This is an optimization exercise on Yosys and OpenROAD, whose aim is small area, a short achievable clock period and few clock cycles per item, not a production implementation.
Only simulation tests tie the RTL to the original design; equivalence was not proved.

**flow/run.sh**
```bash
#!/bin/bash
# The standard layout with two changes to how it is optimised; the clock
# period and all constraints stay the design's:
#  - timing repair aims at a setup slack of 141 ns instead of 5 ns, so it
#    also works on the paths from inputs to outputs, which set the period
#    the layout achieves;
#  - every port still gets its buffer, but a plain buf_2 (repair resizes it
#    where timing needs) instead of the default delay buffer.
set -euo pipefail
bash standard.sh SETUP_SLACK_MARGIN=141 \
    "BUFFER_PORTS_ARGS=-buffer_cell sky130_fd_sc_hd__buf_2" \
    finish > standard_flow.log 2>&1
```
**standard.sh**
```bash
#!/bin/bash
# synth_recipe.tcl (not shown) runs the flow's synth.tcl, then flattens the netlist and writes it again
# the make line also repeats each setting of config.mk as NAME=value (left out here)
make -C /OpenROAD-flow-scripts/flow DESIGN_CONFIG=/design/flow/config.mk WORK_HOME=/design/flow/orfs CLKGATE_MAP_FILE= SYNTH_SCRIPT=/design/flow/synth_recipe.tcl "${@:-finish}"
```
**config.mk**
```make
export PLATFORM = sky130hd
export DESIGN_NAME = Fp32Unit
export DESIGN_NICKNAME = Fp32Unit
export VERILOG_FILES = /design/flow/design.v
export SDC_FILE = /design/flow/constraint.sdc
export NUM_CORES = 4
export LEC_CHECK = 0
export ABC_CLOCK_PERIOD_IN_PS = 80000
export CAP_MARGIN = 20
export CORE_MARGIN = 2
export CORE_UTILIZATION = 40
export CTS_BUF_LIST = sky130_fd_sc_hd__clkbuf_4 sky130_fd_sc_hd__clkbuf_8
export SLEW_MARGIN = 20
```
**constraint.sdc**
```tcl
create_clock -name core_clock -period 240.0 [get_ports {clk}]
set_input_delay 48.0000 -clock core_clock [delete_from_list [all_inputs] [get_ports {clk}]]
set_output_delay 48.0000 -clock core_clock [all_outputs]
set_load 0.01 [all_outputs]
```
**design.v**
```verilog
package BasicTypes;
parameter BYTE_WIDTH = 8;
typedef logic signed [7:0]  int8_t;
typedef logic signed [15:0] int16_t;
typedef logic signed [31:0] int32_t;
typedef logic signed [63:0] int64_t;
typedef logic [7:0]  uint8_t;
typedef logic [15:0] uint16_t;
typedef logic [31:0] uint32_t;
typedef logic [63:0] uint64_t;
typedef struct packed {
    logic sign;
    logic [7:0] exponent;
    logic [22:0] fraction;
} fp32_t;
endpackage
package RvTypes;
parameter REG_ADDR_WIDTH = 5;
parameter CSR_ADDR_WIDTH = 12;
parameter FRM_RNE = 3'b000;  
parameter FRM_RTZ = 3'b001;  
parameter FRM_RDN = 3'b010;  
parameter FRM_RUP = 3'b011;  
parameter FRM_RMM = 3'b100;  
parameter FRM_DYN = 3'b111;  
parameter EXCEPTION_CODE_INSN_ADDR_MISALIGNED  = 4'h0;
parameter EXCEPTION_CODE_INSN_ACCESS_FAULT     = 4'h1;
parameter EXCEPTION_CODE_ILLEGAL_INSN          = 4'h2;
parameter EXCEPTION_CODE_BREAKPOINT            = 4'h3;
parameter EXCEPTION_CODE_LOAD_ADDR_MISALIGNED  = 4'h4;
parameter EXCEPTION_CODE_LOAD_ACCESS_FAULT     = 4'h5;
parameter EXCEPTION_CODE_STORE_ADDR_MISALIGNED = 4'h6;
parameter EXCEPTION_CODE_STORE_ACCESS_FAULT    = 4'h7;
parameter EXCEPTION_CODE_ECALL_FROM_U          = 4'h8;
parameter EXCEPTION_CODE_ECALL_FROM_S          = 4'h9;
parameter EXCEPTION_CODE_ECALL_FROM_M          = 4'hb;
parameter EXCEPTION_CODE_INSN_PAGE_FAULT       = 4'hc;
parameter EXCEPTION_CODE_LOAD_PAGE_FAULT       = 4'hd;
parameter EXCEPTION_CODE_STORE_PAGE_FAULT      = 4'hf;
parameter INTERRUPT_CODE_U_SOFTWARE = 4'h0;
parameter INTERRUPT_CODE_S_SOFTWARE = 4'h1;
parameter INTERRUPT_CODE_M_SOFTWARE = 4'h3;
parameter INTERRUPT_CODE_U_TIMER    = 4'h4;
parameter INTERRUPT_CODE_S_TIMER    = 4'h5;
parameter INTERRUPT_CODE_M_TIMER    = 4'h7;
parameter INTERRUPT_CODE_U_EXTERNAL = 4'h8;
parameter INTERRUPT_CODE_S_EXTERNAL = 4'h9;
parameter INTERRUPT_CODE_M_EXTERNAL = 4'hb;
typedef enum logic [1:0]
{
    MemoryAccessType_Instruction  = 2'h0,
    MemoryAccessType_Load         = 2'h2,
    MemoryAccessType_Store        = 2'h3
} MemoryAccessType;
typedef enum logic [1:0]
{
    Priv_User         = 2'b00,
    Priv_Supervisor   = 2'b01,
    Priv_Machine      = 2'b11
} Priv;
typedef logic [REG_ADDR_WIDTH-1:0] reg_addr_t;
typedef logic [CSR_ADDR_WIDTH-1:0] csr_addr_t;
typedef struct packed {
    logic NV;    
    logic DZ;    
    logic OF;    
    logic UF;    
    logic NX;    
} fflags_t;
endpackage
package Rv32Types;
parameter XLEN = 32;
parameter XLEN_LOG2 = 5;
parameter WORD_WIDTH = XLEN;
parameter WORD_SIZE = WORD_WIDTH / 8;
parameter VADDR_WIDTH = 32;
parameter PADDR_WIDTH = 34;
parameter PAGE_OFFSET_WIDTH = 12;
parameter VIRTUAL_PAGE_NUMBER_WIDTH = VADDR_WIDTH - PAGE_OFFSET_WIDTH;
parameter PHYSICAL_PAGE_NUMBER_WIDTH = PADDR_WIDTH - PAGE_OFFSET_WIDTH;
parameter PAGE_TABLE_ENTRY_SIZE = 4;
parameter PAGE_TABLE_ENTRY_WIDTH = PAGE_TABLE_ENTRY_SIZE * 8;
typedef logic signed    [XLEN-1:0] word_t;
typedef logic [VADDR_WIDTH-1:0] vaddr_t;
typedef logic [PADDR_WIDTH-1:0] paddr_t;
typedef struct packed
{
    logic [ 9:0] VPN1;
    logic [ 9:0] VPN0;
} virtual_page_number_t;
typedef struct packed
{
    logic [11:0] PPN1;
    logic [ 9:0] PPN0;
} physical_page_number_t;
typedef struct packed
{
    logic [ 9:0] VPN1;
    logic [ 9:0] VPN0;
    logic [11:0] OFFSET;
} vaddr_sv32_t;
typedef struct packed
{
    logic [11:0] PPN1;
    logic [ 9:0] PPN0;
    logic [11:0] OFFSET;
} paddr_sv32_t;
typedef struct packed
{
    logic [11:0] PPN1;
    logic [ 9:0] PPN0;
    logic [ 1:0] RESERVED;
    logic D;  
    logic A;  
    logic G;  
    logic U;  
    logic X;  
    logic W;  
    logic R;  
    logic V;  
} PageTableEntry;
typedef enum logic
{
    AddressTranslationMode_Bare = 1'h0,
    AddressTranslationMode_Sv32 = 1'h1
} AddressTranslationMode;
typedef enum logic [1:0]
{
    TrapVectorMode_Direct   = 2'b00,
    TrapVectorMode_Vectored = 2'b01
} TrapVectorMode;
parameter CSR_ADDR_USTATUS  = 12'h000;
parameter CSR_ADDR_UIE      = 12'h004;
parameter CSR_ADDR_UTVEC    = 12'h005;
parameter CSR_ADDR_FFLAGS   = 12'h001;
parameter CSR_ADDR_FRM      = 12'h002;
parameter CSR_ADDR_FCSR     = 12'h003;
parameter CSR_ADDR_USCRATCH = 12'h040;
parameter CSR_ADDR_UEPC     = 12'h041;
parameter CSR_ADDR_UCAUSE   = 12'h042;
parameter CSR_ADDR_UTVAL    = 12'h043;
parameter CSR_ADDR_UIP      = 12'h044;
parameter CSR_ADDR_SSTATUS      = 12'h100;
parameter CSR_ADDR_SEDELEG      = 12'h102;
parameter CSR_ADDR_SIDELEG      = 12'h103;
parameter CSR_ADDR_SIE          = 12'h104;
parameter CSR_ADDR_STVEC        = 12'h105;
parameter CSR_ADDR_SCOUNTEREN   = 12'h106;  
parameter CSR_ADDR_SSCRATCH = 12'h140;
parameter CSR_ADDR_SEPC     = 12'h141;
parameter CSR_ADDR_SCAUSE   = 12'h142;
parameter CSR_ADDR_STVAL    = 12'h143;
parameter CSR_ADDR_SIP      = 12'h144;
parameter CSR_ADDR_SATP     = 12'h180;
parameter CSR_ADDR_MSTATUS      = 12'h300;
parameter CSR_ADDR_MISA         = 12'h301;
parameter CSR_ADDR_MEDELEG      = 12'h302;
parameter CSR_ADDR_MIDELEG      = 12'h303;
parameter CSR_ADDR_MIE          = 12'h304;
parameter CSR_ADDR_MTVEC        = 12'h305;
parameter CSR_ADDR_MCOUNTEREN   = 12'h306;  
parameter CSR_ADDR_MSCRATCH = 12'h340;
parameter CSR_ADDR_MEPC     = 12'h341;
parameter CSR_ADDR_MCAUSE   = 12'h342;
parameter CSR_ADDR_MTVAL    = 12'h343;
parameter CSR_ADDR_MIP      = 12'h344;
parameter CSR_ADDR_CYCLE    = 12'hc00;
parameter CSR_ADDR_TIME     = 12'hc01;
parameter CSR_ADDR_INSTRET  = 12'hc02;
parameter CSR_ADDR_CYCLEH   = 12'hc80;
parameter CSR_ADDR_TIMEH    = 12'hc81;
parameter CSR_ADDR_INSTRETH = 12'hc82;
parameter CSR_ADDR_MVENDORID    = 12'hf11;
parameter CSR_ADDR_MARCHID      = 12'hf12;
parameter CSR_ADDR_MIMPID       = 12'hf13;
parameter CSR_ADDR_MHARTID      = 12'hf14;
typedef struct packed {
    logic SD;
    logic [7:0] RESERVED1;
    logic TSR;
    logic TW;
    logic TVM;
    logic MXR;
    logic SUM;
    logic MPRV;
    logic [1:0] XS;
    logic [1:0] FS;
    logic [1:0] MPP;
    logic [1:0] RESERVED2;
    logic SPP;
    logic MPIE;
    logic RESERVED3;
    logic SPIE;
    logic UPIE;
    logic MIE;
    logic RESERVED4;
    logic SIE;
    logic UIE;
} csr_xstatus_t;
typedef struct packed {
    logic [XLEN-1:2] BASE;
    TrapVectorMode MODE;
} csr_xtvec_t;
typedef struct packed {
    logic MEIP;
    logic RESERVED0;
    logic SEIP;
    logic UEIP;
    logic MTIP;
    logic RESERVED1;
    logic STIP;
    logic UTIP;
    logic MSIP;
    logic RESERVED2;
    logic SSIP;
    logic USIP;
} csr_xip_t;
typedef struct packed {
    logic MEIE;
    logic RESERVED0;
    logic SEIE;
    logic UEIE;
    logic MTIE;
    logic RESERVED1;
    logic STIE;
    logic UTIE;
    logic MSIE;
    logic RESERVED2;
    logic SSIE;
    logic USIE;
} csr_xie_t;
typedef struct packed {
    AddressTranslationMode MODE;
    logic [8:0] ASID;
    logic [21:0] PPN;
} csr_satp_t;
endpackage
package OpTypes;
typedef enum logic [3:0]
{
    AluCommand_Add      = 4'b0000,
    AluCommand_Sub      = 4'b1000,
    AluCommand_Sll      = 4'b0001,
    AluCommand_Slt      = 4'b0010,
    AluCommand_Sltu     = 4'b0011,
    AluCommand_Xor      = 4'b0100,
    AluCommand_Srl      = 4'b0101,
    AluCommand_Sra      = 4'b1101,
    AluCommand_Or       = 4'b0110,
    AluCommand_And      = 4'b0111,
    AluCommand_Clear1   = 4'b1001,  
    AluCommand_Clear2   = 4'b1010   
} AluCommand;
typedef enum logic [1:0]
{
    AluSrcType1_Zero    = 2'h0,
    AluSrcType1_Reg     = 2'h1,
    AluSrcType1_Pc      = 2'h2,
    AluSrcType1_Csr     = 2'h3
} AluSrcType1;
typedef enum logic [1:0]
{
    AluSrcType2_Zero    = 2'h0,
    AluSrcType2_Reg     = 2'h1,
    AluSrcType2_Imm     = 2'h2,
    AluSrcType2_Csr     = 2'h3
} AluSrcType2;
typedef enum logic [3:0]
{
    BranchType_Equal                = 4'b0000,
    BranchType_NotEqual             = 4'b0001,
    BranchType_LessThan             = 4'b0100,
    BranchType_GreaterEqual         = 4'b0101,
    BranchType_UnsignedLessThan     = 4'b0110,
    BranchType_UnsignedGreaterEqual = 4'b0111,
    BranchType_Always               = 4'b1111
} BranchType;
typedef enum logic [1:0]
{
    FenceType_None   = 2'b00,
    FenceType_Normal = 2'b01,  
    FenceType_I      = 2'b10,  
    FenceType_Vma    = 2'b11   
} FenceType;
typedef enum logic [2:0]
{
    ExecuteUnitType_None         = 3'h0,
    ExecuteUnitType_FpConverter  = 3'h1,
    ExecuteUnitType_Fp32         = 3'h2,
    ExecuteUnitType_Fp64         = 3'h3,
    ExecuteUnitType_LoadStore    = 3'h4,
    ExecuteUnitType_MulDiv       = 3'h5,
    ExecuteUnitType_Branch       = 3'h6
} ExecuteUnitType;
typedef enum logic [2:0]
{
    FpSubUnitType_Move         = 3'h0,
    FpSubUnitType_Classifier   = 3'h1,
    FpSubUnitType_Sign         = 3'h2,
    FpSubUnitType_Comparator   = 3'h3,
    FpSubUnitType_Converter    = 3'h4,
    FpSubUnitType_MulAdd       = 3'h5,
    FpSubUnitType_Div          = 3'h6,
    FpSubUnitType_Sqrt         = 3'h7
} FpSubUnitType;
typedef enum logic [3:0]
{
    FpComparatorCommand_Eq    = 4'h1,
    FpComparatorCommand_Lt    = 4'h2,
    FpComparatorCommand_Le    = 4'h3,
    FpComparatorCommand_Min   = 4'h4,
    FpComparatorCommand_Max   = 4'h5
} FpComparatorCommand;
typedef enum logic [3:0]
{
    FpSignUnitCommand_Sgnj  = 4'h1,
    FpSignUnitCommand_Sgnjn = 4'h2,
    FpSignUnitCommand_Sgnjx = 4'h3
} FpSignUnitCommand;
typedef enum logic [4:0]
{
    FpConverterCommand_W_S  = 5'h00,
    FpConverterCommand_WU_S = 5'h01,
    FpConverterCommand_L_S  = 5'h02,
    FpConverterCommand_LU_S = 5'h03,
    FpConverterCommand_W_D  = 5'h04,
    FpConverterCommand_WU_D = 5'h05,
    FpConverterCommand_L_D  = 5'h06,
    FpConverterCommand_LU_D = 5'h07,
    FpConverterCommand_S_W  = 5'h08,
    FpConverterCommand_S_WU = 5'h09,
    FpConverterCommand_S_L  = 5'h0a,
    FpConverterCommand_S_LU = 5'h0b,
    FpConverterCommand_D_W  = 5'h0c,
    FpConverterCommand_D_WU = 5'h0d,
    FpConverterCommand_D_L  = 5'h0e,
    FpConverterCommand_D_LU = 5'h0f,
    FpConverterCommand_S_D  = 5'h10,
    FpConverterCommand_D_S  = 5'h11
} FpConverterCommand;
typedef enum logic [3:0]
{
    FpMulAddCommand_FMADD   = 4'h0,
    FpMulAddCommand_FMSUB   = 4'h1,
    FpMulAddCommand_FNMSUB  = 4'h2,
    FpMulAddCommand_FNMADD  = 4'h3,
    FpMulAddCommand_FADD    = 4'h4,
    FpMulAddCommand_FSUB    = 4'h5,
    FpMulAddCommand_FMUL    = 4'h6
} FpMulAddCommand;
typedef union packed
{
    FpComparatorCommand cmp;
    FpSignUnitCommand sign;
    FpMulAddCommand mulAdd;
} FpCommandUnion;
typedef struct packed
{
    FpSubUnitType unit;
    FpCommandUnion command;
} FpCommand;
endpackage
import BasicTypes::*;
import RvTypes::*;
import Rv32Types::*;
module RcAdd #(
    parameter W = 8
)(
    output logic [W-1:0] s,
    output logic co,
    input logic [W-1:0] a,
    input logic [W-1:0] b,
    input logic ci
);
    localparam N = (W + 1) / 2;
    logic [N:0] c;
    assign c[0] = ci;
    for (genvar k = 0; k < N; k++) begin : chunk
        if (2 * k + 1 < W) begin : two
            assign {c[k+1], s[2*k+1:2*k]} = {1'b0, a[2*k+1:2*k]} + {1'b0, b[2*k+1:2*k]} + {2'b00, c[k]};
        end
        else begin : one
            assign {c[k+1], s[2*k]} = {1'b0, a[2*k]} + {1'b0, b[2*k]} + {1'b0, c[k]};
        end
    end
    assign co = c[N];
endmodule
module RcInc #(
    parameter W = 8
)(
    output logic [W-1:0] s,
    output logic co,
    input logic [W-1:0] a,
    input logic ci
);
    logic [W:0] c;
    always_comb begin
        c[0] = ci;
        for (int i = 0; i < W; i++) begin
            s[i] = a[i] ^ c[i];
            c[i+1] = a[i] & c[i];
        end
        co = c[W];
    end
endmodule
module FpRounder #(
    parameter EXPONENT_WIDTH = 8,
    parameter FRACTION_WIDTH = 23,
    parameter WIDTH = 1 + EXPONENT_WIDTH + FRACTION_WIDTH
)(
    output logic [EXPONENT_WIDTH-1:0] roundedExponent,
    output logic [FRACTION_WIDTH-1:0] roundedFraction,
    output logic inexact,
    input logic [2:0] roundingMode,
    input logic sign,
    input logic [EXPONENT_WIDTH-1:0] exponent,
    input logic [FRACTION_WIDTH-1:0] fraction,
    input logic g,
    input logic r,
    input logic s
);
    logic increment;
    always_comb begin
        unique case (roundingMode)
        FRM_RNE: increment = g & (r | s | fraction[0]);
        FRM_RTZ: increment = sign & (g | r | s);
        FRM_RDN: increment = 1'b0;
        FRM_RUP: increment = g | r | s;
        FRM_RMM: increment = g;
        default: increment = 1'b0;
        endcase
        inexact = g | r | s;
    end
    logic [FRACTION_WIDTH-1:0] fractionPlusOne;
    logic fractionCarry;
    RcInc #(.W(FRACTION_WIDTH)) fractionInc (
        .s(fractionPlusOne),
        .co(fractionCarry),
        .a(fraction),
        .ci(1'b1));
    logic exponentCarry;
    RcInc #(.W(EXPONENT_WIDTH)) exponentInc (
        .s(roundedExponent),
        .co(exponentCarry),
        .a(exponent),
        .ci(increment & fractionCarry));
    always_comb begin
        roundedFraction = increment ? fractionPlusOne : fraction;
    end
endmodule
import BasicTypes::*;
import RvTypes::*;
import Rv32Types::*;
import OpTypes::*;
module FpClassifier #(
    parameter EXPONENT_WIDTH = 8,
    parameter FRACTION_WIDTH = 23,
    parameter WIDTH = 1 + EXPONENT_WIDTH + FRACTION_WIDTH
)(
    output Rv32Types::word_t intResult,
    input logic [WIDTH-1:0] fpSrc,
    input logic clk,
    input logic rst
);
    localparam FP_CLASS_NEG_INF          = 32'h0001;
    localparam FP_CLASS_NEG_NORMAL       = 32'h0002;
    localparam FP_CLASS_NEG_SUBNORMAL    = 32'h0004;
    localparam FP_CLASS_NEG_ZERO         = 32'h0008;
    localparam FP_CLASS_POS_ZERO         = 32'h0010;
    localparam FP_CLASS_POS_SUBNORMAL    = 32'h0020;
    localparam FP_CLASS_POS_NORMAL       = 32'h0040;
    localparam FP_CLASS_POS_INF          = 32'h0080;
    localparam FP_CLASS_SIGNALING_NAN    = 32'h0100;
    localparam FP_CLASS_QUIET_NAN        = 32'h0200;
    localparam EXPONENT_MAX = (1 << EXPONENT_WIDTH) - 2;
    logic sign;
    logic [EXPONENT_WIDTH-1:0] exponent;
    logic [FRACTION_WIDTH-1:0] fraction;
    always_comb begin
        sign = fpSrc[WIDTH-1];
        exponent = fpSrc[WIDTH-2:FRACTION_WIDTH];
        fraction = fpSrc[FRACTION_WIDTH-1:0];
    end
    always_comb begin
        if (sign == 1 && exponent == '1 && fraction == '0) begin
            intResult =  FP_CLASS_NEG_INF;
        end
        else if (sign == 1 && 1 <= exponent && exponent <= EXPONENT_MAX) begin
            intResult =  FP_CLASS_NEG_NORMAL;
        end
        else if (sign == 1 && exponent == '0 && fraction != '0) begin
            intResult =  FP_CLASS_NEG_SUBNORMAL;
        end
        else if (sign == 1 && exponent == '0 && fraction == '0) begin
            intResult =  FP_CLASS_NEG_ZERO;
        end
        else if (sign == 0 && exponent == '0 && fraction == '0) begin
            intResult =  FP_CLASS_POS_ZERO;
        end
        else if (sign == 0 && exponent == '0 && fraction != '0) begin
            intResult =  FP_CLASS_POS_SUBNORMAL;
        end
        else if (sign == 0 && 1 <= exponent && exponent <= EXPONENT_MAX) begin
            intResult =  FP_CLASS_POS_NORMAL;
        end
        else if (sign == 0 && exponent == '1 && fraction == '0) begin        
            intResult =  FP_CLASS_POS_INF;
        end
        else if (exponent == '1 && fraction != '0 && fraction[FRACTION_WIDTH-1] == 0) begin
            intResult =  FP_CLASS_SIGNALING_NAN;
        end
        else if (exponent == '1 && fraction != '0 && fraction[FRACTION_WIDTH-1] == 1) begin
            intResult =  FP_CLASS_QUIET_NAN;
        end
        else begin
            intResult =  '0;
        end
    end
endmodule
import BasicTypes::*;
import RvTypes::*;
import Rv32Types::*;
import OpTypes::*;
module FpSignUnit #(
    parameter WIDTH = 32
)(
    output logic [WIDTH-1:0] fpResult,
    input OpTypes::FpSignUnitCommand command,
    input logic [WIDTH-1:0] fpSrc1,
    input logic [WIDTH-1:0] fpSrc2,
    input logic clk,
    input logic rst
);
    always_comb begin
        unique case (command)
        FpSignUnitCommand_Sgnj:     fpResult = {fpSrc2[WIDTH-1], fpSrc1[WIDTH-2:0]};
        FpSignUnitCommand_Sgnjn:    fpResult = {~fpSrc2[WIDTH-1], fpSrc1[WIDTH-2:0]};
        FpSignUnitCommand_Sgnjx:    fpResult = {fpSrc1[WIDTH-1] ^ fpSrc2[WIDTH-1], fpSrc1[WIDTH-2:0]};
        default:                    fpResult = '0;
        endcase
    end
endmodule
import BasicTypes::*;
import RvTypes::*;
import Rv32Types::*;
import OpTypes::*;
module FpComparator #(
    parameter EXPONENT_WIDTH = 8,
    parameter FRACTION_WIDTH = 23,
    parameter WIDTH = 1 + EXPONENT_WIDTH + FRACTION_WIDTH
)(
    output Rv32Types::word_t intResult,
    output logic unsigned [WIDTH-1:0] fpResult,
    output RvTypes::fflags_t flags,
    input OpTypes::FpComparatorCommand command,
    input logic unsigned [WIDTH-1:0] fpSrc1,
    input logic unsigned [WIDTH-1:0] fpSrc2,
    input logic clk,
    input logic rst
);
    typedef enum logic [1:0]
    {
        FpResultType_Src1           = 2'h0,
        FpResultType_Src2           = 2'h1,
        FpResultType_QuietNan       = 2'h2,
        FpResultType_SignalingNan   = 2'h3
    } FpResultType;
    typedef logic unsigned [EXPONENT_WIDTH-1:0] exponent_t;
    typedef logic unsigned [FRACTION_WIDTH-1:0] fraction_t;
    function automatic logic unsigned [WIDTH-1:0] GetCanonicalQuietNan();
        logic unsigned [WIDTH-1:0] value;
        value[WIDTH-1] = '0;
        value[WIDTH-2:FRACTION_WIDTH-1] = '1;
        value[FRACTION_WIDTH-2:0] = '0;
        GetCanonicalQuietNan = value;
    endfunction
    function automatic logic unsigned [WIDTH-1:0] GetCanonicalSignalingNan();
        logic unsigned [WIDTH-1:0] value;
        value[WIDTH-1] = '0;
        value[WIDTH-2:FRACTION_WIDTH] = '1;
        value[FRACTION_WIDTH-1:1] = '0;
        value[0] = '1;
        GetCanonicalSignalingNan = value;
    endfunction
    logic sign1;
    logic sign2;
    exponent_t exponent1;
    exponent_t exponent2;
    fraction_t fraction1;
    fraction_t fraction2;
    always_comb begin
        sign1 = fpSrc1[WIDTH-1];
        sign2 = fpSrc2[WIDTH-1];
        exponent1 = fpSrc1[WIDTH-2:FRACTION_WIDTH];
        exponent2 = fpSrc2[WIDTH-2:FRACTION_WIDTH];
        fraction1 = fpSrc1[FRACTION_WIDTH-1:0];
        fraction2 = fpSrc2[FRACTION_WIDTH-1:0];
    end
    logic is_zero1;
    logic is_zero2;
    logic is_nan1;
    logic is_nan2;
    logic is_signaling_nan1;
    logic is_signaling_nan2;
    always_comb begin
        is_zero1 = exponent1 == '0 && fraction1 != '0;
        is_zero2 = exponent2 == '0 && fraction2 != '0;
        is_nan1 = exponent1 == '1 && fraction1 != '0;
        is_nan2 = exponent2 == '1 && fraction2 != '0;
        is_signaling_nan1 = is_nan1 && fraction1[FRACTION_WIDTH-1] == '0;
        is_signaling_nan2 = is_nan2 && fraction2[FRACTION_WIDTH-1] == '0;
    end
    logic sign_eq;
    logic sign_lt;
    logic [3:0] part_lt;
    logic [3:0] part_eq;
    logic [31:0] magnitude1, magnitude2;
    logic magnitude_eq;
    logic magnitude_lt;
    logic magnitude_gt;
    always_comb begin
        sign_eq = sign1 == sign2;
        sign_lt = sign1 == 1 && sign2 == 0;
        magnitude1 = {1'b0, fpSrc1[WIDTH-2:0]};
        magnitude2 = {1'b0, fpSrc2[WIDTH-2:0]};
        for (int k = 0; k < 4; k++) begin
            part_lt[k] = magnitude1[8*k +: 8] < magnitude2[8*k +: 8];
            part_eq[k] = magnitude1[8*k +: 8] == magnitude2[8*k +: 8];
        end
        magnitude_eq = &part_eq;
        magnitude_lt = part_lt[3] | (part_eq[3] & (part_lt[2] | (part_eq[2] & (part_lt[1] | (part_eq[1] & part_lt[0])))));
        magnitude_gt = !magnitude_lt && !magnitude_eq;
    end
    logic eq;
    logic lt;
    logic le;
    always_comb begin
        eq = (sign_eq & magnitude_eq) | (is_zero1 & is_zero2);
        lt = sign_lt | (sign_eq & (sign1 ? magnitude_gt : magnitude_lt));
        le = eq | lt;
    end
    FpResultType fp_result_type;
    always_comb begin
        if (is_zero1 && is_zero2) begin
            fp_result_type = (!sign1 && sign2) ? FpResultType_Src1 : FpResultType_Src2;
        end
        else if (is_nan1 && is_nan2) begin
            fp_result_type = (is_signaling_nan1 || is_signaling_nan2) ? FpResultType_SignalingNan : FpResultType_QuietNan;
        end
        else if (!is_nan1 && is_nan2) begin
            fp_result_type = FpResultType_Src1;
        end
        else if (is_nan1 && !is_nan2) begin
            fp_result_type = FpResultType_Src2;
        end
        else begin
            unique case (command)
            FpComparatorCommand_Max: fp_result_type = lt ? FpResultType_Src2 : FpResultType_Src1;
            FpComparatorCommand_Min: fp_result_type = lt ? FpResultType_Src1 : FpResultType_Src2;
            default:                 fp_result_type = FpResultType_Src1;
            endcase
        end
    end
    always_comb begin
        if (is_nan1 || is_nan2) begin
            intResult = 0;
        end
        else begin
            unique case (command)
            FpComparatorCommand_Eq: intResult = eq ? 1 : 0;
            FpComparatorCommand_Lt: intResult = lt ? 1 : 0;
            FpComparatorCommand_Le: intResult = le ? 1 : 0;
            default:                intResult = 0;
            endcase
        end
        unique case (fp_result_type)
        FpResultType_Src1:          fpResult = fpSrc1;
        FpResultType_Src2:          fpResult = fpSrc2;
        FpResultType_QuietNan:      fpResult = GetCanonicalQuietNan();
        FpResultType_SignalingNan:  fpResult = GetCanonicalSignalingNan();
        default:                    fpResult = '0;
        endcase
        if ((command == FpComparatorCommand_Lt || command == FpComparatorCommand_Le)) begin
            flags.NV = is_nan1 || is_nan2;
            flags.DZ = 0;
            flags.OF = 0;
            flags.UF = 0;
            flags.NX = 0;
        end
        else begin
            flags.NV = is_signaling_nan1 || is_signaling_nan2;
            flags.DZ = 0;
            flags.OF = 0;
            flags.UF = 0;
            flags.NX = 0;
        end
    end
endmodule
import BasicTypes::*;
import RvTypes::*;
import Rv32Types::*;
import OpTypes::*;
module MulArray24 (
    output logic [47:0] p,
    input logic [23:0] a,
    input logic [23:0] b
);
    logic [23:0] s [0:23];
    logic [23:0] c [0:23];
    logic [23:0] cc;
    always_comb begin
        for (int j = 0; j < 24; j++) begin
            s[0][j] = a[j] & b[0];
            c[0][j] = 1'b0;
        end
        p[0] = s[0][0];
        for (int i = 1; i < 24; i++) begin
            for (int j = 0; j < 24; j++) begin
                logic x, y, z;
                x = a[j] & b[i];
                y = (j == 23) ? 1'b0 : s[i-1][j+1];
                z = c[i-1][j];
                s[i][j] = x ^ y ^ z;
                c[i][j] = (x & y) | (x & z) | (y & z);
            end
            p[i] = s[i][0];
        end
        cc[0] = 1'b0;
        for (int j = 0; j < 23; j++) begin
            p[24+j] = s[23][j+1] ^ c[23][j] ^ cc[j];
            cc[j+1] = (s[23][j+1] & c[23][j]) | (s[23][j+1] & cc[j]) | (c[23][j] & cc[j]);
        end
        p[47] = c[23][23] ^ cc[23];
    end
endmodule
module FpMul (
    output logic [31:0] result,
    output RvTypes::fflags_t flags,
    input logic [2:0] roundingMode,
    input logic [31:0] src1,
    input logic [31:0] src2
);
    logic sign1, sign2;
    logic [7:0] exponent1, exponent2;
    logic [22:0] fraction1, fraction2;
    logic is_zero1, is_zero2, is_inf1, is_inf2, is_nan1, is_nan2;
    always_comb begin
        sign1 = src1[31];
        sign2 = src2[31];
        exponent1 = src1[30:23];
        exponent2 = src2[30:23];
        fraction1 = src1[22:0];
        fraction2 = src2[22:0];
        is_zero1 = exponent1 == '0;
        is_zero2 = exponent2 == '0;
        is_nan1 = exponent1 == '1 && fraction1 != '0;
        is_nan2 = exponent2 == '1 && fraction2 != '0;
        is_inf1 = exponent1 == '1 && fraction1 == '0;
        is_inf2 = exponent2 == '1 && fraction2 == '0;
    end
    logic [47:0] prod;
    MulArray24 mulArray (
        .p(prod),
        .a({1'b1, fraction1}),
        .b({1'b1, fraction2}));
    logic [8:0] exponentPair;
    logic [9:0] exponentNormalized;
    logic unusedCarry1, unusedCarry2;
    RcAdd #(.W(8)) exponentAdd (
        .s(exponentPair[7:0]),
        .co(exponentPair[8]),
        .a(exponent1),
        .b(exponent2),
        .ci(1'b0));
    RcAdd #(.W(10)) exponentBias (
        .s(exponentNormalized),
        .co(unusedCarry1),
        .a({1'b0, exponentPair}),
        .b(10'h381),
        .ci(prod[47]));
    logic [22:0] fraction;
    logic g, r, s;
    always_comb begin
        if (prod[47]) begin
            fraction = prod[46:24];
            g = prod[23];
            r = prod[22];
            s = |prod[21:1];
        end
        else begin
            fraction = prod[45:23];
            g = prod[22];
            r = prod[21];
            s = |prod[20:0];
        end
    end
    logic inexact;
    logic [9:0] exponentRounded;
    logic [22:0] fractionRounded;
    FpRounder #(
        .EXPONENT_WIDTH(10),
        .FRACTION_WIDTH(23)
    ) rounder (
        .inexact(inexact),
        .roundedExponent(exponentRounded),
        .roundedFraction(fractionRounded),
        .roundingMode(roundingMode),
        .sign(sign1 ^ sign2),
        .exponent(exponentNormalized),
        .fraction(fraction),
        .g(g),
        .r(r),
        .s(s));
    logic overflow, underflow, isNan;
    always_comb begin
        overflow = !exponentRounded[9] && (exponentRounded[8] || exponentRounded[7:0] == 8'hff);
        underflow = exponentRounded[9] || exponentRounded == '0;
        isNan = is_nan1 || is_nan2 || (is_zero1 && is_inf2) || (is_zero2 && is_inf1);
        if (isNan) begin
            result = 32'h7f800001;
        end
        else if (is_inf1 || is_inf2) begin
            result = {sign1 ^ sign2, 8'hff, 23'h0};
        end
        else if (is_zero1 || is_zero2) begin
            result = {sign1 ^ sign2, 31'h0};
        end
        else begin
            result = {sign1 ^ sign2, exponentRounded[7:0], fractionRounded};
        end
        flags.NV = isNan;
        flags.DZ = 1'b0;
        flags.OF = overflow;
        flags.UF = underflow;
        flags.NX = inexact;
    end
endmodule
module FpAdd (
    output logic [31:0] result,
    output RvTypes::fflags_t flags,
    input logic [2:0] roundingMode,
    input logic [31:0] src1,
    input logic [31:0] src2
);
    logic sign1, sign2;
    logic [7:0] exponent1, exponent2;
    logic [22:0] fraction1, fraction2;
    logic is_zero1, is_zero2, is_inf1, is_inf2, is_nan1, is_nan2;
    always_comb begin
        sign1 = src1[31];
        sign2 = src2[31];
        exponent1 = src1[30:23];
        exponent2 = src2[30:23];
        fraction1 = src1[22:0];
        fraction2 = src2[22:0];
        is_zero1 = exponent1 == '0;
        is_zero2 = exponent2 == '0;
        is_nan1 = exponent1 == '1 && fraction1 != '0;
        is_nan2 = exponent2 == '1 && fraction2 != '0;
        is_inf1 = exponent1 == '1 && fraction1 == '0;
        is_inf2 = exponent2 == '1 && fraction2 == '0;
    end
    logic ge;
    logic [30:0] unusedDiff;
    RcAdd #(.W(31)) magnitudeCompare (
        .s(unusedDiff),
        .co(ge),
        .a(src1[30:0]),
        .b(~src2[30:0]),
        .ci(1'b1));
    logic sign_large, sign_small;
    logic [7:0] exponent_large, exponent_small;
    logic [22:0] fraction_large, fraction_small;
    always_comb begin
        sign_large = ge ? sign1 : sign2;
        sign_small = ge ? sign2 : sign1;
        exponent_large = ge ? exponent1 : exponent2;
        exponent_small = ge ? exponent2 : exponent1;
        fraction_large = ge ? fraction1 : fraction2;
        fraction_small = ge ? fraction2 : fraction1;
    end
    logic [7:0] shamt;
    logic unusedCarry1;
    RcAdd #(.W(8)) shamtSub (
        .s(shamt),
        .co(unusedCarry1),
        .a(exponent_large),
        .b(~exponent_small),
        .ci(1'b1));
    logic [23:0] mantissa_small;
    logic [27:0] shifted_small;
    logic sticky_small;
    logic [28:0] window_large;
    logic [28:0] window_small;
    logic minus;
    logic [27:0] alignStage [0:5];
    logic [4:0] shiftedOut;
    logic stickyAllOut;
    always_comb begin
        mantissa_small = {1'b1, fraction_small};
        alignStage[0] = {1'b0, mantissa_small, 3'b000};
        for (int k = 0; k < 5; k++) begin
            shiftedOut[k] = shamt[k] && (|(alignStage[k] & ((28'h1 << (1 << k)) - 28'h1)));
            alignStage[k+1] = shamt[k] ? (alignStage[k] >> (1 << k)) : alignStage[k];
        end
        stickyAllOut = |shiftedOut;
        if (shamt[7:5] == 3'b000) begin
            shifted_small = alignStage[5];
            sticky_small = stickyAllOut && !(shamt[4:0] == 5'd26 && fraction_small[22:1] == '0);
        end
        else begin
            shifted_small = 28'h0;
            sticky_small = shamt[7:5] == 3'b001 && shamt[4:0] <= 5'd16;
        end
        window_large = {2'b01, fraction_large, 4'b0000};
        window_small = {shifted_small, sticky_small};
        minus = sign_large != sign_small;
    end
    logic [28:0] sum;
    logic unusedCarry2;
    RcAdd #(.W(29)) fractionAdd (
        .s(sum),
        .co(unusedCarry2),
        .a(window_large),
        .b(window_small ^ {29{minus}}),
        .ci(minus));
    logic [28:0] v1, v2, v3, v4, normalized;
    logic [4:0] lzc;
    logic isZeroSum;
    always_comb begin
        lzc[4] = ~|sum[28:13];
        v1 = lzc[4] ? {sum[12:0], 16'h0} : sum;
        lzc[3] = ~|v1[28:21];
        v2 = lzc[3] ? {v1[20:0], 8'h0} : v1;
        lzc[2] = ~|v2[28:25];
        v3 = lzc[2] ? {v2[24:0], 4'h0} : v2;
        lzc[1] = ~|v3[28:27];
        v4 = lzc[1] ? {v3[26:0], 2'h0} : v3;
        lzc[0] = ~v4[28];
        normalized = lzc[0] ? {v4[27:0], 1'b0} : v4;
        isZeroSum = ~normalized[28];
    end
    logic [7:0] exponentPlusOne, exponentNormalized;
    logic unusedCarry3, unusedCarry4;
    RcInc #(.W(8)) exponentInc (
        .s(exponentPlusOne),
        .co(unusedCarry3),
        .a(exponent_large),
        .ci(1'b1));
    RcAdd #(.W(8)) exponentSub (
        .s(exponentNormalized),
        .co(unusedCarry4),
        .a(exponentPlusOne),
        .b(~{3'b000, isZeroSum ? 5'h0 : lzc}),
        .ci(1'b1));
    logic inexact;
    logic [7:0] exponentRounded;
    logic [22:0] fractionRounded;
    FpRounder #(
        .EXPONENT_WIDTH(8),
        .FRACTION_WIDTH(23)
    ) rounder (
        .inexact(inexact),
        .roundedExponent(exponentRounded),
        .roundedFraction(fractionRounded),
        .roundingMode(roundingMode),
        .sign(sign_large),
        .exponent(exponentNormalized),
        .fraction(normalized[27:5]),
        .g(normalized[4]),
        .r(normalized[3]),
        .s(|normalized[2:0]));
    logic isNan;
    always_comb begin
        isNan = is_nan1 || is_nan2 || (is_inf1 && is_inf2 && sign1 != sign2);
        if (isNan) begin
            result = 32'h7fc00000;
        end
        else if (is_inf1 || is_inf2) begin
            result = {sign_large, 8'hff, 23'h0};
        end
        else if (is_zero1 && is_zero2) begin
            result = '0;
        end
        else begin
            result = {sign_large, exponentRounded, fractionRounded};
        end
        flags.NV = isNan;
        flags.DZ = 1'b0;
        flags.OF = !isNan && exponentRounded == 8'hff;
        flags.UF = !isNan && exponentRounded == 8'h00;
        flags.NX = !isNan && inexact;
    end
endmodule
module FpMulAdd #(
    parameter EXPONENT_WIDTH = 8,
    parameter FRACTION_WIDTH = 23,
    parameter WIDTH = 1 + EXPONENT_WIDTH + FRACTION_WIDTH
)(
    output logic [WIDTH-1:0] fpResult,
    output RvTypes::fflags_t flags,
    input logic [2:0] roundingMode,
    input OpTypes::FpMulAddCommand command,
    input logic [WIDTH-1:0] fpSrc1,
    input logic [WIDTH-1:0] fpSrc2,
    input logic [WIDTH-1:0] fpSrc3,
    input logic active,
    output logic [31:0] heldSrc1,
    output logic [31:0] heldSrc2,
    input logic clk,
    input logic rst
);
    logic [31:0] resultMul;
    RvTypes::fflags_t flagsMul;
    FpMul fpMul (
        .result(resultMul),
        .flags(flagsMul),
        .roundingMode(roundingMode),
        .src1(fpSrc1),
        .src2(fpSrc2));
    logic isMul, useSrc3, minus1, minus2;
    always_comb begin
        isMul    = active && (command == FpMulAddCommand_FMUL);
        useSrc3  = active && (command == FpMulAddCommand_FMADD || command == FpMulAddCommand_FMSUB || command == FpMulAddCommand_FNMADD || command == FpMulAddCommand_FNMSUB);
        minus1   = (command == FpMulAddCommand_FNMADD || command == FpMulAddCommand_FNMSUB);
        minus2   = (command == FpMulAddCommand_FSUB || command == FpMulAddCommand_FMSUB || command == FpMulAddCommand_FNMADD);
    end
    logic [31:0] regSrc1, regSrc2;
    RvTypes::fflags_t regFlagsMul;
    logic regIsMul;
    logic [2:0] regRoundingMode;
    always_ff @(posedge clk) begin
        regSrc1 <= (useSrc3 || isMul) ? {resultMul[31] ^ minus1, resultMul[30:0]} : fpSrc1;
        regSrc2 <= useSrc3 ? {fpSrc3[31] ^ minus2, fpSrc3[30:0]} : {fpSrc2[31] ^ minus2, fpSrc2[30:0]};
        regFlagsMul <= flagsMul;
        regIsMul <= isMul;
        regRoundingMode <= roundingMode;
    end
    logic [31:0] resultAdd;
    RvTypes::fflags_t flagsAdd;
    FpAdd fpAdd (
        .result(resultAdd),
        .flags(flagsAdd),
        .roundingMode(regRoundingMode),
        .src1(regSrc1),
        .src2(regSrc2));
    always_comb begin
        heldSrc1 = regSrc1;
        heldSrc2 = regSrc2;
        fpResult = regIsMul ? regSrc1 : resultAdd;
        flags    = regIsMul ? regFlagsMul : flagsAdd;
    end
endmodule
import BasicTypes::*;
import RvTypes::*;
import Rv32Types::*;
module FpDivSqrtUnit #(
    parameter STEPS = 8,
    parameter LAST_STEPS = 2
)(
    output logic [31:0] fpResult,
    output RvTypes::fflags_t flags,
    input logic [2:0] phase,
    input logic isDiv,
    input logic [2:0] roundingMode,
    input logic [31:0] fpSrc1,
    input logic [31:0] fpSrc2,
    input logic [31:0] heldSrc1,
    input logic [31:0] heldSrc2,
    input logic clk,
    input logic rst
);
    localparam ITERATIONS = (26 - LAST_STEPS) / STEPS;
    typedef enum logic [1:0]
    {
        ResultType_Value = 2'h0,
        ResultType_Zero  = 2'h1,
        ResultType_Inf   = 2'h2,
        ResultType_Nan   = 2'h3
    } ResultType;
    logic first;
    logic sign1, sign2;
    logic [7:0] exponent1, exponent2;
    logic [22:0] fraction1, fraction2;
    logic is_zero1, is_zero2, is_inf1, is_inf2, is_nan1, is_nan2;
    always_comb begin
        first = phase == '0;
        sign1 = fpSrc1[31];
        sign2 = fpSrc2[31];
        exponent1 = fpSrc1[30:23];
        exponent2 = fpSrc2[30:23];
        fraction1 = fpSrc1[22:0];
        fraction2 = fpSrc2[22:0];
        is_zero1 = exponent1 == '0;
        is_zero2 = exponent2 == '0;
        is_nan1 = exponent1 == '1 && fraction1 != '0;
        is_nan2 = exponent2 == '1 && fraction2 != '0;
        is_inf1 = exponent1 == '1 && fraction1 == '0;
        is_inf2 = exponent2 == '1 && fraction2 == '0;
    end
    ResultType divType, sqrtType;
    always_comb begin
        if (is_nan1 || is_nan2 || (is_zero1 && is_zero2) || (is_inf1 && is_inf2)) begin
            divType = ResultType_Nan;
        end
        else if (is_inf1 || is_zero2) begin
            divType = ResultType_Inf;
        end
        else if (is_zero1 || is_inf2) begin
            divType = ResultType_Zero;
        end
        else begin
            divType = ResultType_Value;
        end
        if (is_nan1 || sign1) begin
            sqrtType = ResultType_Nan;
        end
        else if (is_inf1) begin
            sqrtType = ResultType_Inf;
        end
        else if (is_zero1) begin
            sqrtType = ResultType_Zero;
        end
        else begin
            sqrtType = ResultType_Value;
        end
    end
    logic [9:0] exponentDifference;
    logic unusedCarry1;
    RcAdd #(.W(10)) exponentSub (
        .s(exponentDifference),
        .co(unusedCarry1),
        .a({2'b00, exponent1}),
        .b(~{2'b00, exponent2}),
        .ci(1'b1));
    logic [8:0] exponentUnbiased;
    logic [7:0] exponentSqrt;
    always_comb begin
        exponentUnbiased = {1'b0, exponent1} - 9'd127;
        exponentSqrt = exponentUnbiased[8:1] + 8'd127;
    end
    ResultType regType;
    logic regSign;
    logic [9:0] regExponent;
    logic [2:0] regRoundingMode;
    logic [25:0] regRemainder;
    logic [25:0] regQuotient;
    logic regDividendBit;
    logic regIsDiv;
    logic [23:0] divisor;
    logic [25:0] radicandTop;
    always_comb begin
        divisor = {1'b1, heldSrc2[22:0]};
        if (!heldSrc1[23]) begin
            radicandTop = {1'b1, heldSrc1[22:0], 2'b00};
        end
        else begin
            radicandTop = {2'b01, heldSrc1[22:0], 1'b0};
        end
    end
    logic [25:0] stepRemainder [0:STEPS];
    logic [25:0] stepQuotient [0:STEPS];
    always_comb begin
        stepRemainder[0] = regRemainder;
        stepQuotient[0] = regQuotient;
    end
    for (genvar i = 0; i < STEPS; i++) begin : step
        logic [1:0] radicandBits;
        always_comb begin
            radicandBits = 2'b00;
            for (int p = 1; p <= ITERATIONS; p++) begin
                if ((p - 1) * STEPS + i <= 12 && phase == 3'(p)) begin
                    radicandBits = radicandTop[25 - 2 * ((p - 1) * STEPS + i) -: 2];
                end
            end
        end
        DivSqrtStep step (
            .remainderNext(stepRemainder[i+1]),
            .rootNext(stepQuotient[i+1]),
            .isDiv(regIsDiv),
            .remainder(stepRemainder[i]),
            .root(stepQuotient[i]),
            .dividendBit((i == 0) ? regDividendBit : 1'b0),
            .radicandBits(radicandBits),
            .divisor(divisor));
    end
    always_ff @(posedge clk) begin
        regType <= isDiv ? divType : sqrtType;
        regSign <= isDiv && (sign1 ^ sign2);
        regExponent <= isDiv ? exponentDifference + 10'd127 : {2'b00, exponentSqrt};
        regRoundingMode <= roundingMode;
        regDividendBit <= first && fraction1[0];
        regIsDiv <= isDiv;
        if (first) begin
            regRemainder <= isDiv ? {3'b001, fraction1[22:1]} : '0;
            regQuotient <= '0;
        end
        else begin
            regRemainder <= stepRemainder[STEPS];
            regQuotient <= stepQuotient[STEPS];
        end
    end
    logic [25:0] quotient;
    logic sticky;
    logic leadingOne;
    logic [9:0] exponentMinusOne;
    logic [9:0] exponentNormalized;
    logic [22:0] fraction;
    logic g, r, s;
    always_comb begin
        quotient = stepQuotient[LAST_STEPS];
        sticky = |stepRemainder[LAST_STEPS];
        leadingOne = quotient[25] || !regIsDiv;
        exponentMinusOne = regExponent - 10'd1;
        if (leadingOne) begin
            exponentNormalized = regExponent;
            fraction = quotient[24:2];
            g = quotient[1];
            r = quotient[0];
            s = sticky;
        end
        else begin
            exponentNormalized = exponentMinusOne;
            fraction = quotient[23:1];
            g = quotient[0];
            r = sticky;
            s = sticky;
        end
    end
    logic inexact;
    logic [9:0] exponentRounded;
    logic [22:0] fractionRounded;
    FpRounder #(
        .EXPONENT_WIDTH(10),
        .FRACTION_WIDTH(23)
    ) rounder (
        .inexact(inexact),
        .roundedExponent(exponentRounded),
        .roundedFraction(fractionRounded),
        .roundingMode(regRoundingMode),
        .sign(regSign),
        .exponent(exponentNormalized),
        .fraction(fraction),
        .g(g),
        .r(r),
        .s(s));
    always_comb begin
        unique case (regType)
        ResultType_Value: fpResult = {regSign, exponentRounded[7:0], fractionRounded};
        ResultType_Zero:  fpResult = {regSign, 31'h0};
        ResultType_Inf:   fpResult = {regSign, 8'hff, 23'h0};
        ResultType_Nan:   fpResult = 32'h7fc00000;
        default:          fpResult = '0;
        endcase
        flags.NV = regType == ResultType_Nan;
        flags.DZ = 1'b0;
        if (regIsDiv) begin
            flags.OF = !exponentRounded[9] && (exponentRounded[8] || exponentRounded[7:0] == 8'hff);
            flags.UF = exponentRounded[9] || exponentRounded == '0;
            flags.NX = inexact;
        end
        else begin
            flags.OF = 1'b0;
            flags.UF = 1'b0;
            flags.NX = regType == ResultType_Value && inexact;
        end
    end
endmodule
import BasicTypes::*;
import RvTypes::*;
import Rv32Types::*;
module DivSqrtStep (
    output logic [25:0] remainderNext,
    output logic [25:0] rootNext,
    input logic isDiv,
    input logic [25:0] remainder,
    input logic [25:0] root,
    input logic dividendBit,
    input logic [1:0] radicandBits,
    input logic [23:0] divisor
);
    logic [27:0] subSrc1;
    logic [27:0] subSrc2;
    logic [27:0] subResult;
    logic unusedCarry;
    always_comb begin
        if (isDiv) begin
            subSrc1 = {3'b000, remainder[23:0], dividendBit};
            subSrc2 = {4'b0000, divisor};
        end
        else begin
            subSrc1 = {remainder, radicandBits};
            subSrc2 = {root, 2'b01};
        end
    end
    RcAdd #(.W(28)) sub (
        .s(subResult),
        .co(unusedCarry),
        .a(subSrc1),
        .b(~subSrc2),
        .ci(1'b1));
    always_comb begin
        rootNext = {root[24:0], ~subResult[27]};
        remainderNext = subResult[27] ? subSrc1[25:0] : subResult[25:0];
    end
endmodule
import BasicTypes::*;
import RvTypes::*;
import Rv32Types::*;
import OpTypes::*;
module FpUnit #(
    parameter EXPONENT_WIDTH = 8,
    parameter FRACTION_WIDTH = 23,
    parameter FP_WIDTH = 1 + EXPONENT_WIDTH + FRACTION_WIDTH
)(
    output Rv32Types::word_t intResult,
    output logic [FP_WIDTH-1:0] fpResult,
    output logic writeFlags,
    output RvTypes::fflags_t writeFlagsValue,
    output logic done,
    input logic enable,
    input logic flush,
    input OpTypes::FpSubUnitType unit,
    input OpTypes::FpCommandUnion command,
    input logic [2:0] roundingMode,
    input Rv32Types::word_t intSrc1,
    input Rv32Types::word_t intSrc2,
    input logic [FP_WIDTH-1:0] fpSrc1,
    input logic [FP_WIDTH-1:0] fpSrc2,
    input logic [FP_WIDTH-1:0] fpSrc3,
    input logic clk,
    input logic rst
);
    localparam DIV_STEPS = 8;
    localparam DIV_LAST_STEPS = 2;
    localparam DIV_LAST_PHASE = 1 + (26 - DIV_LAST_STEPS) / DIV_STEPS;
    localparam SQRT_STEPS = DIV_STEPS;
    localparam SQRT_LAST_STEPS = DIV_LAST_STEPS;
    localparam SQRT_LAST_PHASE = 1 + (26 - SQRT_LAST_STEPS) / SQRT_STEPS;
    logic [2:0] phase;
    logic first;
    always_comb begin
        first = phase == '0;
    end
    BasicTypes::uint32_t fpResultClass;
    FpClassifier #(
        .EXPONENT_WIDTH(EXPONENT_WIDTH),
        .FRACTION_WIDTH(FRACTION_WIDTH)
    ) fpClassifier(
        .intResult(fpResultClass),
        .fpSrc(fpSrc1),
        .clk(clk),
        .rst(rst));
    logic [FP_WIDTH-1:0] fpResultSign;
    FpSignUnit #(
        .WIDTH(FP_WIDTH)
    ) fpSignUnit (
        .fpResult(fpResultSign),
        .command(command.sign),
        .fpSrc1(fpSrc1),
        .fpSrc2(fpSrc2),
        .clk(clk),
        .rst(rst));
    BasicTypes::uint32_t intResultCmp;
    logic [FP_WIDTH-1:0] fpResultCmp;
    RvTypes::fflags_t flagsCmp;
    FpComparator #(
        .EXPONENT_WIDTH(EXPONENT_WIDTH),
        .FRACTION_WIDTH(FRACTION_WIDTH)
    ) fpComparator (
        .intResult(intResultCmp),
        .fpResult(fpResultCmp),
        .flags(flagsCmp),
        .command(command.cmp),
        .fpSrc1(fpSrc1),
        .fpSrc2(fpSrc2),
        .clk(clk),
        .rst(rst));
    logic [FP_WIDTH-1:0] fpResultMulAdd;
    logic [31:0] heldSrc1, heldSrc2;
    RvTypes::fflags_t flagsMulAdd;
    FpMulAdd #(
        .EXPONENT_WIDTH(EXPONENT_WIDTH),
        .FRACTION_WIDTH(FRACTION_WIDTH)
    ) fpMulAdd (
        .fpResult(fpResultMulAdd),
        .flags(flagsMulAdd),
        .command(command.mulAdd),
        .roundingMode(roundingMode),
        .fpSrc1(fpSrc1),
        .fpSrc2(fpSrc2),
        .fpSrc3(fpSrc3),
        .active(unit == FpSubUnitType_MulAdd),
        .heldSrc1(heldSrc1),
        .heldSrc2(heldSrc2),
        .clk(clk),
        .rst(rst));
    logic [FP_WIDTH-1:0] fpResultDiv;
    RvTypes::fflags_t flagsDiv;
    FpDivSqrtUnit #(
        .STEPS(DIV_STEPS),
        .LAST_STEPS(DIV_LAST_STEPS)
    ) fpDivSqrtUnit (
        .fpResult(fpResultDiv),
        .flags(flagsDiv),
        .phase(phase),
        .isDiv(unit == FpSubUnitType_Div),
        .roundingMode(roundingMode),
        .fpSrc1(fpSrc1),
        .fpSrc2(fpSrc2),
        .heldSrc1(heldSrc1),
        .heldSrc2(heldSrc2),
        .clk(clk),
        .rst(rst));
    always_comb begin
        unique case (unit)
        FpSubUnitType_Move: begin
            intResult = fpSrc1[31:0];  
            fpResult = '0;
            fpResult[31:0] = intSrc1;  
            done = '1;
            writeFlags = '0;
            writeFlagsValue = '0;
        end
        FpSubUnitType_Classifier: begin
            intResult = fpResultClass;
            fpResult = '0;
            done = '1;
            writeFlags = '0;
            writeFlagsValue = '0;
        end
        FpSubUnitType_Sign: begin
            intResult = '0;
            fpResult = fpResultSign;
            done = '1;
            writeFlags = '0;
            writeFlagsValue = '0;
        end
        FpSubUnitType_Comparator: begin
            intResult = intResultCmp;
            fpResult = fpResultCmp;
            done = '1;
            writeFlags = '1;
            writeFlagsValue = flagsCmp;
        end
        FpSubUnitType_MulAdd: begin
            intResult = '0;
            fpResult = fpResultMulAdd;
            done = phase == 3'd1;
            writeFlags = '1;
            writeFlagsValue = flagsMulAdd;
        end
        FpSubUnitType_Div: begin
            intResult = '0;
            fpResult = fpResultDiv;
            done = phase == 3'(DIV_LAST_PHASE);
            writeFlags = '1;
            writeFlagsValue = flagsDiv;
        end
        FpSubUnitType_Sqrt: begin
            intResult = '0;
            fpResult = fpResultDiv;
            done = phase == 3'(SQRT_LAST_PHASE);
            writeFlags = '1;
            writeFlagsValue = flagsDiv;
        end
        default: begin
            intResult = '0;
            fpResult = '0;
            done = '0;
            writeFlags = '0;
            writeFlagsValue = '0;
        end
        endcase
    end
    always_ff @(posedge clk) begin
        if (rst || !enable || flush || done) begin
            phase <= '0;
        end
        else begin
            phase <= phase + 3'd1;
        end
    end
endmodule
import BasicTypes::*;
import RvTypes::*;
import Rv32Types::*;
import OpTypes::*;
module Fp32Unit (
    output logic [31:0] intResult,
    output logic [31:0] fpResult,
    output logic writeFlags,
    output logic [4:0] writeFlagsValue,
    output logic done,
    input logic enable,
    input logic flush,
    input logic [2:0] unit,
    input logic [3:0] command,
    input logic [2:0] roundingMode,
    input logic [31:0] intSrc1,
    input logic [31:0] intSrc2,
    input logic [31:0] fpSrc1,
    input logic [31:0] fpSrc2,
    input logic [31:0] fpSrc3,
    input logic clk,
    input logic rst
);
    FpUnit #(
        .EXPONENT_WIDTH(8),
        .FRACTION_WIDTH(23)
    ) body (
        .intResult(intResult),
        .fpResult(fpResult),
        .writeFlags(writeFlags),
        .writeFlagsValue(writeFlagsValue),
        .done(done),
        .enable(enable),
        .flush(flush),
        .unit(OpTypes::FpSubUnitType'(unit)),
        .command(OpTypes::FpCommandUnion'(command)),
        .roundingMode(roundingMode),
        .intSrc1(intSrc1),
        .intSrc2(intSrc2),
        .fpSrc1(fpSrc1),
        .fpSrc2(fpSrc2),
        .fpSrc3(fpSrc3),
        .clk(clk),
        .rst(rst));
endmodule
```
==> flow_metrics.tcl <==
set metrics [dict create \
    critPathMostFrequentCell "nand4_1" \
    antenna_found_initial 23 \
    synth_nets 6355 \
    cts-htree-levels 4 \
    first_pass_iters 14 \
    grt_pass1_wl_mm 259 \
    whs_ns 0.504 \
    timing.rr.end "body.fpDivSqrtUnit.regRemainder[20]" \
    synth_cell_types 105 \
    hold_depth 1 \
    antenna_left 0 \
    drive_gt1_frac 0.138 \
    path_buf_inv 5 \
    gp_congestion 1.01 \
    hp-start "body.phase[0]" \
    r2r_start "body.phase[0]" \
    ioPinCount 245 \
    fin_tns_setup_ns 0 \
    regToRegSetupSlack_ns 147.94 \
    vias 40200 \
    yosysTopAreaCellShare 0.350 \
    fmax_mhz 9.99 \
    yosys-top-cells-area "fa_1, nor2_1, mux2i_1" \
    min_path_type "register to register" \
    instances_no_fill 6660 \
    avgSynthCellArea_um2 8.51 \
    grt_overflow_total 0 \
    fin_skew_ns 0.0212 \
    maxSlewHeadroom 0.226 \
    finalHoldViolCount 0 \
    fin_ws_ns 139.89 \
    cts_inserted_buffers 17 \
    synth-edff-count 0 \
    synthCells 5162 \
    synth_flop_cell "dfxtp_1" \
    row_count 121 \
    drc 0 \
    port_buffers 211 \
    setup_viol 0 \
    critPathKind "input port to primary output" \
    maxCapViolCount 0 \
    dieArea_um2 112000 \
    rsz0062_at_grt "true" \
    worst-r2r-cell-count 270 \
    grtUsageTotal 0.310 \
    die_w_um 335 \
    clock_latency_ns 0.58 \
    grt_max_degree 125 \
    critPathLaunchType "input port" \
    syn_area_um2 43900 \
    cts_buffer_depth 2 \
    holdBufCountCts 0 \
    critPathTopFamily "compound AO/OA/AOI/OAI gates" \
    yosys.area.top_type "fa_1" \
    cp_slowest_stage_delay_ns 0.40 \
    cp_max_fo 11 \
    maxSlewViolCount 0 \
    crit_required_ns 192.00 \
    finalCritPeriodShare 0.417 \
    area_delta_synth_final_pct 9.67 \
    holdPathEnd "body.phase[0]" \
    cp.arrival_ns 52.11 \
    via_per_inst 6.04 \
    crit_chain "buf_2 > clkinvlp_4 > ha_1 > nand4_1 > nor2_1 > nand4_1 > o21ai_0 > mux2i_1 > a21oi_2 > xor2_1 > nand4_1 > a21oi_2 > a21oi_4 > buf_6 > buf_12 > mux2i_1 > a31oi_2 > o21ai_1 > buf_2" \
    num-nets-final 6423 \
    clk_pin_slew_ns 0.09 \
    slowest_stage "buf_2" \
    synth-seq-cells 142 \
    preCtsSetupSlack_ns 138.31 \
    core_um2 109000 \
    dpl.hpwl_mm 137 \
    seq_area_frac_synth 0.0647 \
    drt_iter0_drc 4290 \
    cts-root-buf "clkbuf_8" \
    status "finished clean" \
    start_util 0.404 \
    finalWirelength_mm 175 \
    async_reset_ff_frac 0 \
    grt_pass1_vias 39800 \
    die_y_um 335 \
    dp.cells 6584 \
    cts_tree "done" \
    crit_path_end_kind "primary output" \
    routedWlPerCell_um 26.3 \
    worst_pin_slew_ns 1.16 \
    ys_warn_count 60 \
    period_minus_slack_ns 100.11 \
    cts_num_sinks 142 \
]
[cells by family after synthesis]
kind of cell / share of synthesized area
and+or+nand+nor: 0.190
adders and majority gates: 0.422
AOI/OAI and AO/OA: 0.120
buffers and inverters: 0.0670
muxes: 0.120
DFF: 0.0647
xor gates and xnor gates: 0.0167
other: 0.0000854
[cells in the mapped netlist, drive strengths merged, types with 9 or more instances]
cell type / number
a21oi: 224
fa: 768
a211o: 13
clkbuf: 262
mux2i: 323
mux4: 33
xor2: 27
o32ai: 9
o22ai: 41
o211ai: 18
a22oi: 14
a21o: 32
nor2: 889
o21a: 25
inv: 421
a31oi: 41
o21ai: 202
nor4: 49
nand3b: 9
and3: 31
or4: 16
dfxtp: 142
xnor2: 54
nor2b: 40
mux2: 115
nand4: 40
o2111ai: 10
nor3: 71
nand2b: 24
or3: 37
a221oi: 11
o221a: 15
a222oi: 25
and2: 104
buf: 79
a211oi: 24
nand2: 445
nand3: 60
o221ai: 20
or2: 38
o31ai: 21
ha: 251
[worst max path at each step]
stage,endpoint,depth (start not counted),from,slack [ns]
floorplan,fpResult[11],23,fpSrc2[9],140.80
global placement,fpResult[9],25,fpSrc2[17],138.33
detailed placement,fpResult[9],25,fpSrc2[17],138.31
CTS,fpResult[0],25,fpSrc2[9],139.95
global route,fpResult[3],26,fpSrc2[17],139.74
finish,fpResult[3],19,fpSrc2[22],139.89
[layout make-up]
cell class	count	area, um2
Antenna cell	4	10.0
Clock buffer	19	255
Clock inverter	12	160
Fill cell	10900	60700
Inverter	423	1640
Multi-Input combinational cell	4256	38700
Sequential cell	142	2850
Tap cell	1414	1770
Timing Repair Buffer	384	2780
Timing Repair inverter	6	33.8
[layer usage]
| metal | part of all wire | vias up | global-route usage |
|---|---|---|---|
| met3 | 0.10 | 389 | 0.0683 |
| li1 | - | 17500 | - |
| met1 | 0.41 | 20400 | 0.423 |
| met2 | 0.44 | 1953 | 0.481 |
| met5 | 0.0011 | - | 0 |
| met4 | 0.041 | 12 | 0.116 |
[flip-flops by register name (all words and copies together), names as in the netlist]
register,flops
body.fpDivSqrtUnit.regRemainder,26
body.fpDivSqrtUnit.regDividendBit,1
body.fpDivSqrtUnit.regSign,1
body.fpMulAdd.regSrc2,32
body.fpDivSqrtUnit.regExponent,10
body.fpMulAdd.regSrc1,32
body.fpDivSqrtUnit.regType,2
body.fpDivSqrtUnit.regIsDiv,1
body.fpMulAdd.regIsMul,1
body.fpMulAdd.regRoundingMode,3
body.phase,3
body.fpMulAdd.regFlagsMul,4
body.fpDivSqrtUnit.regQuotient,26
[metrics by stage]
step           instance area [um2]   util
6_report                     48200  0.443
2_1_floorplan                44100      -
4_1_cts                      48000  0.441
3_3_place_gp                 46700  0.429
3_5_place_dp                 46700  0.429
5_1_grt                      48200  0.443
[worst register-to-register path, delay by kind of cell (launching register included)]
family                   cells  cell delay [ns]
adder cells (fa/ha/maj)    196            75.30
AO/OA/AOI/OAI               20             6.68
AND/OR/NAND/NOR             14             4.00
buffers and inverters       33             3.84
multiplexers                 4             1.22
XOR/XNOR                     3             0.58
flip-flops                   1             0.35
[placed cells by master, fill, tap and decap left out, drive strengths merged, types with 15 or more instances in the layout]
cell type,n
and2,104
a211oi,24
xor2,27
nand4,40
nand2b,24
a21o,32
a222oi,25
and3,31
or4,16
dfxtp,142
mux2i,323
buf,379
ha,251
xnor2,54
o21a,25
o221ai,20
mux2,115
o31ai,21
nand2,445
nand3,60
o221a,15
clkbuf,21
nor2b,40
nor2,889
fa,768
a21oi,224
o21ai,202
mux4,33
o22ai,41
or3,37
inv,418
nor3,71
a31oi,41
nor4,49
or2,38
o211ai,18
[repair_timing]
| action | CTS | global route |
|---|---|---|
| cloned | 10 | 1 |
| resized for setup | 118 | 19 |
| setup endpoints to repair | 33 | 33 |
| buffers inserted | 21 | 9 |
| pin swaps | 11 | 2 |
Testbench counts, summed over its fixed seeds: cycles 23,936, ops 12,000.

==> port drivers added, routing unchanged <==
In the flow no input, the clock included, has a driving cell. The finished layout below was timed again as built, in two steps.
Step 1: set_driving_cell puts a clkbuf_16 on clk and a buf_2 on each other input, an assumption about the parent block.
Step 2 also shifts input and output timing later by t, the mid clock arrival at the registers, as if the neighbouring blocks saw the same clock.
Slacks: ideal ports / drivers / drivers and shift; pairs: ideal ports / drivers.
t, ns: 0.619
setup WS [ns]: 139.889 / 139.829 / 139.829
worst setup path at the end: input to output
latest minus earliest clock arrival (ns): 0.023 / 0.023
slew at the worst register clock pin (ns): 0.10 / 0.10
After both steps setup and hold are still met in this run. For this run, drivers alone change the setup slack by -0.060 ns; drivers and shift together by -0.060 ns.
